What follows belongs to an exercise in optimizing a design on an open flow for small area, a short achievable clock period and few clock cycles; a production flow would make more cautious choices.
At most, simulation tests tie the RTL to the original design; equivalence was not proved.

Design FFT16_stream, start of the top module:
module FFT16_stream (
	input             i_clk,
	input             i_rst,
	input             i_valid,
	input      [15:0] i_re,
	input      [15:0] i_im,
	output            o_ready,
	output reg        o_valid,
	output reg [15:0] o_re,
	output reg [15:0] o_im
);
==> flow/config.mk <==
export PLATFORM = sky130hd
export DESIGN_NAME = FFT16_stream
export DESIGN_NICKNAME = FFT16_stream
export VERILOG_FILES = /design/flow/design.v
export SDC_FILE = /design/flow/constraint.sdc
export NUM_CORES = 8
export LEC_CHECK = 0
export CAP_MARGIN = 20
export CORE_MARGIN = 2
export CORE_UTILIZATION = 70
export CTS_CLUSTER_DIAMETER = 80
export CTS_CLUSTER_SIZE = 25
export PLACE_DENSITY = 0.8
export SETUP_SLACK_MARGIN = 5
export SLEW_MARGIN = 20
export TNS_END_PERCENT = 30
==> flow/constraint.sdc <==
create_clock -name core_clock -period 10.0 [get_ports {i_clk}]
set_input_delay 2.0000 -clock core_clock [delete_from_list [all_inputs] [get_ports {i_clk}]]
set_output_delay 2.0000 -clock core_clock [all_outputs]
set_load 0.01 [all_outputs]
standard.sh (not shown) runs the stock make flow with config.mk's settings and CLKGATE_MAP_FILE= SYNTH_SCRIPT=/design/flow/synth_recipe.tcl, a recipe that flattens the netlist after the stock synthesis.
==> flow/flow/run.sh <==
#!/bin/bash
# standard flow with a larger setup-slack margin for timing repair
sed 's/SETUP_SLACK_MARGIN=5 /SETUP_SLACK_MARGIN=6.7 /' standard.sh > standard_m.sh
bash standard_m.sh > flow.log 2>&1
The baseline completed without violations.
Testbench counts at the start, summed over its fixed seeds: cycles 3,360.
Rerun with:
TNS_END_PERCENT = 0   (was 30)
Result: Sequential share of layout area is higher by 0.44 points; non-clock buffer count went down by 40; worst hold slack stays flat; routed wire length goes down slightly; final area fell slightly.


run A:
Another version of the RTL of FFT16_stream (not shown whole).
For scale: ~1200 flip-flops, roughly 69 I/O pins.
make LEC_CHECK=0 CAP_MARGIN=20 CORE_MARGIN=2 CORE_UTILIZATION=50 PLACE_DENSITY=0.6 SETUP_SLACK_MARGIN=5 SLEW_MARGIN=20 finish   # period 10.0 ns
run.sh (not shown) runs the stock make flow with config.mk's settings and CLKGATE_MAP_FILE= SYNTH_SCRIPT=/design/flow/synth_recipe.tcl, a recipe that flattens the netlist after the stock synthesis.
Stock flow here: none of the scripts above is used.
Testbench counts of run A, summed over its fixed seeds: cycles 3,344.
Inputs modified between run A and run B:
==> flow/flow/run.sh (new file) <==
#!/bin/bash
# standard flow; timing repair aims at a larger setup-slack margin and may resize cells freely
sed 's/SETUP_SLACK_MARGIN=5 /SETUP_SLACK_MARGIN=6.7 MATCH_CELL_FOOTPRINT=0 /' standard.sh > standard_m.sh
bash standard_m.sh > flow.log 2>&1
==> flow/standard.sh (new file) <==
#!/bin/bash
# synth_recipe.tcl (not shown) runs the flow's synth.tcl, then flattens the netlist and writes it again
# the make line also repeats each setting of config.mk as NAME=value (left out here)
make -C /OpenROAD-flow-scripts/flow DESIGN_CONFIG=/design/flow/config.mk WORK_HOME=/design/flow/orfs CLKGATE_MAP_FILE= SYNTH_SCRIPT=/design/flow/synth_recipe.tcl "${@:-finish}"
removed: flow/run.sh
Notes after the runs:
[compare] base=run A new=run B: number of buffers and inverters on the critical path saw an increase; storage element area saw an increase; final area saw an increase.
Run B finished end to end and its layout was clean on timing, DRC and antenna.


FFT16_stream again, from the RTL that the note above started with.
Settings: LEC_CHECK=0, CAP_MARGIN=20, CORE_MARGIN=2, CORE_UTILIZATION=50, PLACE_DENSITY=0.6, SETUP_SLACK_MARGIN=5, SLEW_MARGIN=20; clock period 10.0 ns.
standard.sh (not shown) runs the stock make flow with config.mk's settings and CLKGATE_MAP_FILE= SYNTH_SCRIPT=/design/flow/synth_recipe.tcl, a recipe that flattens the netlist after the stock synthesis.
==> flow/flow/run.sh <==
#!/bin/bash
# standard flow with a larger setup-slack margin for timing repair
sed 's/SETUP_SLACK_MARGIN=5 /SETUP_SLACK_MARGIN=6.5 /' standard.sh > standard_m.sh
bash standard_m.sh > flow.log 2>&1
Testbench counts at the start, summed over its fixed seeds: cycles 3,344.
==> next run, changes <==
==> flow/run.sh (new file) <==
#!/bin/bash
# synth_recipe.tcl (not shown) runs the flow's synth.tcl, then flattens the netlist and writes it again
# the make line also repeats each setting of config.mk as NAME=value (left out here)
make -C /OpenROAD-flow-scripts/flow DESIGN_CONFIG=/design/flow/config.mk WORK_HOME=/design/flow/orfs CLKGATE_MAP_FILE= SYNTH_SCRIPT=/design/flow/synth_recipe.tcl finish
ABC_CLOCK_PERIOD_IN_PS = 3500   (was default)
removed: flow/flow/run.sh
removed: flow/standard.sh
Routed wire length is lower by about 3%.
Non-clock buffer count shrinks by 105.
Utilization is lower by 2.2 points.
Register-to-register slack degrades by 380 ps.
Die area does not change.
Cell count decreases by about 1.4%.
Worst hold slack is better by 9.9 ps.
Area after synthesis is unchanged.
Final area is lower by about 4%.
==> next run, changes <==
ABC_CLOCK_PERIOD_IN_PS = default   (was 3500)
CORE_UTILIZATION = 65   (was 50)
PLACE_DENSITY = 0.75   (was 0.6)
=> Cell count drops by 4.9%. Global-route usage climbs by 5.7 points. Design area went down by 1.2%. Via count rose by 1.8%. Wire length went down by 1.4%. Synthesized cell count does not change. Critical path depth is unchanged. Hold slack got worse by 14 ps. Clock-buffer cell count shrinks by 13. Area after synthesis does not change.
==> next run, changes <==
CORE_UTILIZATION = 50   (was 65)
CTS_BUF_LIST = sky130_fd_sc_hd__clkbuf_8   (was default)
PLACE_DENSITY = 0.6   (was 0.75)
Hold slack improves by 27 ps.
Design area grows by 0.83%.


cedar:
FFT16_stream, a different RTL version from the one above (not shown whole).
For scale: ~6100 cells after synthesis, ~1400 flip-flops, roughly 69 I/O pins.
==> flow/config.mk <==
export PLATFORM = sky130hd
export DESIGN_NAME = FFT16_stream
export DESIGN_NICKNAME = FFT16_stream
export VERILOG_FILES = /design/flow/design.v
export SDC_FILE = /design/flow/constraint.sdc
export NUM_CORES = 8
export LEC_CHECK = 0
export CAP_MARGIN = 20
export CORE_MARGIN = 2
export CORE_UTILIZATION = 50
export PLACE_DENSITY = 0.6
export SETUP_SLACK_MARGIN = 5
export SLEW_MARGIN = 20
==> flow/constraint.sdc <==
create_clock -name core_clock -period 10.0 [get_ports {i_clk}]
set_input_delay 2.0000 -clock core_clock [delete_from_list [all_inputs] [get_ports {i_clk}]]
set_output_delay 2.0000 -clock core_clock [all_outputs]
set_load 0.01 [all_outputs]
==> flow/flow/run.sh <==
#!/bin/bash
# standard flow with a larger setup-slack margin for timing repair
sed 's/SETUP_SLACK_MARGIN=5 /SETUP_SLACK_MARGIN=6.7 /' standard.sh > standard_m.sh
bash standard_m.sh > flow.log 2>&1
cedar finished every stage and its layout cleared the timing, DRC and antenna checks.
Testbench counts of cedar, summed over its fixed seeds: cycles 3,360.
The inputs of birch differ from those of cedar as listed below.
Settings: CTS_CLUSTER_SIZE: unset -> 25; CTS_CLUSTER_DIAMETER: unset -> 80; CORE_UTILIZATION: 50 -> 70; PLACE_DENSITY: 0.6 -> 0.8.
==> summary.txt <==
- Number of H-tree levels: birch vs cedar down 1
- birch against cedar: setup slack shrank by 19 ps, number of well-tap cells placed shrank by about 26%, design area shrank by about 5.4%.


Setup of the previous run:
FFT16_stream, a different RTL version from the one above (not shown whole).
Size in the first run: roughly 5200 cells after synthesis, roughly 1400 flip-flops, ~0.056 mm^2 of cells after synthesis.
// FFT16_stream
module FFT16_stream (
	input             i_clk,
	input             i_rst,
	input             i_valid,
	input      [15:0] i_re,
	input      [15:0] i_im,
	output            o_ready,
	output reg        o_valid,
	output reg [15:0] o_re,
	output reg [15:0] o_im
);
export LEC_CHECK = 0
export CAP_MARGIN = 20
export CORE_MARGIN = 2
export CORE_UTILIZATION = 75
export CTS_CLUSTER_DIAMETER = 80
export CTS_CLUSTER_SIZE = 25
export PLACE_DENSITY = 0.85
export SETUP_SLACK_MARGIN = 5
export SLEW_MARGIN = 20
create_clock -name core_clock -period 10.0 [get_ports {i_clk}]
Scripts as last shown in full above: flow/flow/run.sh
For the current run, these inputs were changed with respect to the previous run:
Settings: swapping 0.85 for 0.8 in PLACE_DENSITY; swapping 25 for 30 in CTS_CLUSTER_SIZE; swapping 75 for 70 in CORE_UTILIZATION; swapping 80 for 70 in CTS_CLUSTER_DIAMETER.
==> flow/flow/run.sh <==
#!/bin/bash
# standard flow with a larger setup-slack margin for timing repair
sed 's/SETUP_SLACK_MARGIN=5 /SETUP_SLACK_MARGIN=7.0 /' standard.sh > standard_m.sh
bash standard_m.sh > flow.log 2>&1
--- outcome ---
- | via density per instance | higher: the previous run |
- Compared with the previous run, in the current run worst setup slack shows an increase of 0.084 ns, cell area shows an increase of about 4%, post-synthesis to final-layout area growth shows an increase of 4.4 points.
- Top achievable clock speed sits higher in the current run than in the previous run.
- When the current run is set beside the previous run, its HPWL after detailed placement turns out to be 2.5% smaller.
- Sort the current run and the previous run by layout buffer count excluding clock buffers, ascending, and the previous run comes first.
- Diff the previous run..the current run | unique cell type count in the Yosys netlist | unchanged
Function was not checked in any run of this note: the RTL went through the layout flow alone.


Another version of the RTL of FFT16_stream (not shown whole).
Size in the first run: about 1,400 flip-flops, ~57,000 um^2 of cells after synthesis.
Design FFT16_stream, start of the top module:
module FFT16_stream (
	input             i_clk,
	input             i_rst,
	input             i_valid,
	input      [15:0] i_re,
	input      [15:0] i_im,
	output            o_ready,
	output reg        o_valid,
	output reg [15:0] o_re,
	output reg [15:0] o_im
);
	reg  [2:0] ph;
	reg  [3:0] wcnt;
	reg        rdy_n;    
	wire       rdy = ~rdy_n;
	wire       acc = i_valid & rdy;
	wire [3:0] wcnt_p1 = wcnt + 4'd1;
	wire [2:0] ph_n = ph + 3'd1;
	assign o_ready = rdy;
	always @(posedge i_clk or posedge i_rst) begin
		if (i_rst) begin
			ph   <= 3'd0;
			wcnt <= 4'd0;
			rdy_n <= 1'b0;
		end else begin
			ph   <= ph_n;
			if (acc) wcnt <= wcnt_p1;
			rdy_n <= acc ? (ph_n != wcnt_p1[2:0]) : (ph_n != wcnt[2:0]);
		end
	end
	reg        x_v;
	reg [15:0] x_re, x_im;
	always @(posedge i_clk or posedge i_rst) begin
		if (i_rst) x_v <= 1'b0;
		else       x_v <= acc;
	end
	always @(posedge i_clk) begin
		x_re <= i_re;
		x_im <= i_im;
	end
	wire        s0_v, s0_nr;
	wire [15:0] s0_re, s0_im;
	sdf_stage #(.LD(3), .JOUT(1), .OREG(1)) st0 (.i_clk(i_clk), .i_rst(i_rst), .i_v(x_v), .i_re(x_re), .i_im(x_im),
		.i_nr(1'b0), .o_v(s0_v), .o_re(s0_re), .o_im(s0_im), .o_nr(s0_nr));
	wire        s1_v;
	wire [15:0] s1_re, s1_im;
	sdf_stage #(.LD(2), .JOUT(0), .OREG(1)) st1 (.i_clk(i_clk), .i_rst(i_rst), .i_v(s0_v), .i_re(s0_re), .i_im(s0_im),
		.i_nr(s0_nr), .o_v(s1_v), .o_re(s1_re), .o_im(s1_im), .o_nr());
	wire        t2_v, t2_nr;
	wire [15:0] t2_re, t2_im;
	tw2 u_tw2 (.i_clk(i_clk), .i_rst(i_rst), .i_v(s1_v), .i_re(s1_re), .i_im(s1_im),
		.o_v(t2_v), .o_re(t2_re), .o_im(t2_im), .o_nr(t2_nr));
	wire        s2_v;
	wire [15:0] s2_re, s2_im;
	wire        s2_vn;
	wire [15:0] s2_ren;
	sdf_stage #(.LD(1), .JOUT(0), .OREG(1)) st2 (.i_clk(i_clk), .i_rst(i_rst), .i_v(t2_v), .i_re(t2_re), .i_im(t2_im),
		.i_nr(t2_nr), .o_v(s2_v), .o_re(s2_re), .o_im(s2_im), .o_nr(), .o_vn(s2_vn), .o_ren(s2_ren));
	wire        t3_v, t3_nr;
	wire [15:0] t3_re, t3_im;
  ...
Settings: LEC_CHECK=0, CAP_MARGIN=5, CORE_MARGIN=2, CORE_UTILIZATION=70, CTS_CLUSTER_DIAMETER=80, CTS_CLUSTER_SIZE=25, PLACE_DENSITY=0.8, SETUP_SLACK_MARGIN=5, SLEW_MARGIN=5; clock period 10.0 ns.
==> flow/flow/run.sh <==
#!/bin/bash
# standard flow with a larger setup-slack margin for timing repair
sed 's/SETUP_SLACK_MARGIN=5 /SETUP_SLACK_MARGIN=6.7 /' standard.sh > standard_m.sh
bash standard_m.sh > flow.log 2>&1
The starting point finished clean.
Testbench counts at the start, summed over its fixed seeds: cycles 3,360.
Then changed:
==> flow/flow/run.sh (replaced) <==
#!/bin/bash
# standard flow; timing repair aims at a larger setup-slack margin, and the
# port buffers are plain buffers
sed 's/SETUP_SLACK_MARGIN=5 /SETUP_SLACK_MARGIN=6.7 BUFFER_PORTS_ARGS="-buffer_cell sky130_fd_sc_hd__buf_2" /' standard.sh > standard_m.sh
bash standard_m.sh > flow.log 2>&1
CAP_MARGIN = 20   (was 5)
CTS_CLUSTER_DIAMETER = 70   (was 80)
CTS_CLUSTER_SIZE = 30   (was 25)
SLEW_MARGIN = 20   (was 5)
What happened: Clock skew increases by 0.015 ns; cell count stays flat; synthesized area stays the same; via count climbs slightly; worst setup slack loses 0.058 ns; non-clock buffer count increases by 7; global-route usage shrinks by 0.17 points; die area does not change.

==> port drivers added, routing unchanged <==
The results above use ideal ports. As a check the final layouts listed here were re-extracted and re-timed, cells and wires unchanged. Step 1 assumes that a clkbuf_16 drives the clock port and a buf_2 every other input. Step 2 adds t to the input delays and takes it off the output delays; t is the mean of the earliest and latest rising clock arrival at the registers after step 1. Input paths then give back, and output paths get back, about the clock's delay inside the block. Slacks: ideal / step 1 / step 2; pairs: ideal / step 1.
run | t, ns | setup slack, ns | worst setup path at the end | latest minus earliest clock arrival (ns) | worst data-port slew with drivers (ns)
the first run of note 1 | 0.707 | 6.518 / 6.452 / 6.360 | input to register | 0.032 / 0.032 | 0.04
the second run of note 1 | 0.708 | 6.431 / 6.363 / 6.359 | input to register | 0.030 / 0.029 | 0.04
run A | 0.780 | 5.188 / 5.188 / 5.188 | register to register | 0.049 / 0.048 | 0.04
run B | 0.794 | 5.596 / 5.596 / 5.596 | register to register | 0.055 / 0.055 | 0.05
the first run of note 3 | 0.798 | 5.567 / 5.567 / 5.567 | register to register | 0.048 / 0.048 | 0.04
the second run of note 3 | 0.780 | 5.188 / 5.188 / 5.188 | register to register | 0.049 / 0.048 | 0.04
the third run of note 3 | 0.742 | 5.245 / 5.245 / 5.245 | register to register | 0.057 / 0.056 | 0.04
the fourth run of note 3 | 0.936 | 5.204 / 5.204 / 5.204 | register to register | 0.051 / 0.051 | 0.04
cedar | 0.831 | 6.532 / 6.532 / 6.434 | input, reset recovery | 0.031 / 0.031 | 0.05
birch | 0.718 | 6.513 / 6.513 / 6.513 | register to register | 0.048 / 0.048 | 0.04
the previous run | 0.698 | 6.555 / 6.555 / 6.445 | input to register | 0.035 / 0.035 | 0.06
the current run | 0.744 | 6.639 / 6.639 / 6.473 | input to register | 0.043 / 0.044 | 0.04
the first run of note 6 | 0.706 | 6.716 / 6.645 / 6.363 | input to register | 0.032 / 0.031 | 0.05
the second run of note 6 | 0.747 | 6.658 / 6.658 / 6.450 | input to register | 0.046 / 0.046 | 0.05
After both steps setup and hold are still met in every run listed. The setup slack of the first run of note 6, which loses most, moves by -0.071 ns with the drivers and by -0.353 ns with both steps. The worst setup slack also covers recovery checks on asynchronous resets.
